This is an optimization exercise on Yosys and OpenROAD, whose aim is small area, not a production implementation.
Function was checked by simulation only, so behaviour that the tests miss may differ from the original.

==> module register, before the edit <==
module register(input clk, rst, pkt_valid, fifo_full, detect_add, ld_state, laf_state,
                input [7:0] data_in,
                output reg parity_done, err,
                output reg [7:0] dout);
reg [7:0] full_state_byte;
reg [7:0] parity;
always @(posedge clk)
        if (!rst)
                dout <= 8'b0;
        else if (detect_add || (ld_state && !fifo_full))
                dout <= data_in;
        else if (laf_state)
                dout <= full_state_byte;
always @(posedge clk)
        if (!rst)
                full_state_byte <= 8'b0;
        else if (ld_state)
                full_state_byte <= data_in;
always @(posedge clk)
        if (detect_add)
                parity <= data_in;
        else if (ld_state && (pkt_valid || !fifo_full))
                parity <= parity ^ data_in;
always @(posedge clk)
        if (!rst)
                parity_done <= 1'b0;
        else if (ld_state && !fifo_full && !pkt_valid)
                parity_done <= 1'b1;
        else if (detect_add)
                parity_done <= 1'b0;
always @(posedge clk)
        if (!rst)
                err <= 1'b0;
        else if (parity_done)
                err <= (parity != 8'b0);
endmodule
clock: 5.0 ns
lec_check: 0
cap_margin: 0
core_margin: 2
core_utilization: 70
slew_margin: 0
standard.sh (not shown) runs the stock make flow with config.mk's settings and CLKGATE_MAP_FILE= SYNTH_SCRIPT=/design/flow/synth_recipe.tcl, a recipe that flattens the netlist after the stock synthesis.
==> flow/flow/run.sh <==
#!/bin/bash
# Layout flow: the standard synthesis, its combinational logic re-mapped for
# area, then the standard layout steps with a leaner clock tree (clkbuf_8
# only, no dummy loads) and buf_1 cells as the port buffers.
set -euo pipefail
here=$(pwd)
flowdir=$here/flow
res=$here/orfs/results/$FLOW_PLATFORM/router/base
lib=$FLOW_HOME/platforms/$FLOW_PLATFORM/lib/sky130_fd_sc_hd__tt_025C_1v80.lib
YOSYS=$(command -v yosys || echo /OpenROAD-flow-scripts/tools/install/yosys/bin/yosys)

export CTS_ARGS="-sink_clustering_enable -repair_clock_nets -dont_use_dummy_load -buf_list sky130_fd_sc_hd__clkbuf_8 -sink_clustering_size 20 -sink_clustering_max_diameter 50"
export BUFFER_PORTS_ARGS="-buffer_cell sky130_fd_sc_hd__buf_1"

# 1. standard synthesis
bash standard.sh synth > synth_standard.log 2>&1

# 2. re-map the combinational logic
dont_use=""
for c in $(cat "$flowdir/dont_use.txt"); do dont_use="$dont_use -dont_use $c"; done
python3 "$flowdir/genmodels.py" "$lib" "$here/comb_models.v" > genmodels.log 2>&1
cp "$res/1_2_yosys.v" "$here/1_2_yosys.standard.v"
sed -e "s#@LIB@#$lib#g" -e "s#@MODELS@#$here/comb_models.v#" \
    -e "s#@NETLIST_IN@#$here/1_2_yosys.standard.v#" -e "s#@NETLIST_OUT@#$here/1_2_yosys.resynth.v#" \
    -e "s#@TOP@#$FLOW_TOP#" -e "s#@ABC_SCRIPT@#$flowdir/area.abc#" -e "s#@DONT_USE@#$dont_use#" \
    "$flowdir/resynth.ys.in" > resynth.ys
"$YOSYS" -s resynth.ys > resynth.log 2>&1
cp "$here/1_2_yosys.resynth.v" "$res/1_2_yosys.v"
rm -f "$res/1_synth.odb" "$res/1_synth.sdc"

# 3. the rest of the standard layout
bash standard.sh > layout_standard.log 2>&1
Other scripts of this flow, unchanged in this note and not shown: flow/flow/area.abc, flow/flow/dont_use.txt, flow/flow/genmodels.py, flow/flow/resynth.ys.in
The first run ran to the end with no violations.
Edit:
--- a/flow/design.v
+++ b/flow/design.v
@@ -142,18 +142,18 @@
 reg [7:0] full_state_byte;
 reg [7:0] parity;
 always @(posedge clk)
         if (!rst)
                 dout <= 8'b0;
-        else if (detect_add || (ld_state && !fifo_full))
+        else if ((detect_add && pkt_valid && data_in[1:0] != 2'd3) || (ld_state && !fifo_full))
                 dout <= data_in;
         else if (laf_state)
                 dout <= full_state_byte;
 always @(posedge clk)
         if (!rst)
                 full_state_byte <= 8'b0;
-        else if (ld_state)
+        else if (ld_state && fifo_full)
                 full_state_byte <= data_in;
 always @(posedge clk)
         if (detect_add)
                 parity <= data_in;
         else if (ld_state && (pkt_valid || !fifo_full))
What happened: The new run finished with timing, DRC and antenna clean. Global-route usage goes up by 0.26 points. Hold slack is about the same. Worst setup slack gets better by 0.23 ns. Count of clock-buffer cells in the layout does not change. Area after synthesis hardly moves. Cell area stays flat. Wire length stays flat.

[separate check: timing with driven ports]
The flow's constraints put no driver on any port. The routed layouts listed below were extracted and timed again, unchanged, in two steps.
Step 1, drivers: a clkbuf_16 drives clk and a buf_2 each remaining input, both assumed.
Step 2 adds t to the input delays and takes it off the output delays; t is the mean of the earliest and latest rising clock arrival at the registers after step 1. Input paths then give back, and output paths get back, about the clock's delay inside the block.
Three values: no drivers, after step 1, after step 2; two values: the first two.
| run | shift t [ns] | slack for setup (ns) | cell pins on the clock port's net |
|---|---|---|---|
| the first run | 0.600 | 1.008 / 1.008 / 1.008 | 1 |
| the second run | 0.607 | 1.236 / 1.236 / 1.236 | 1 |
After both steps every run listed still meets setup and hold.
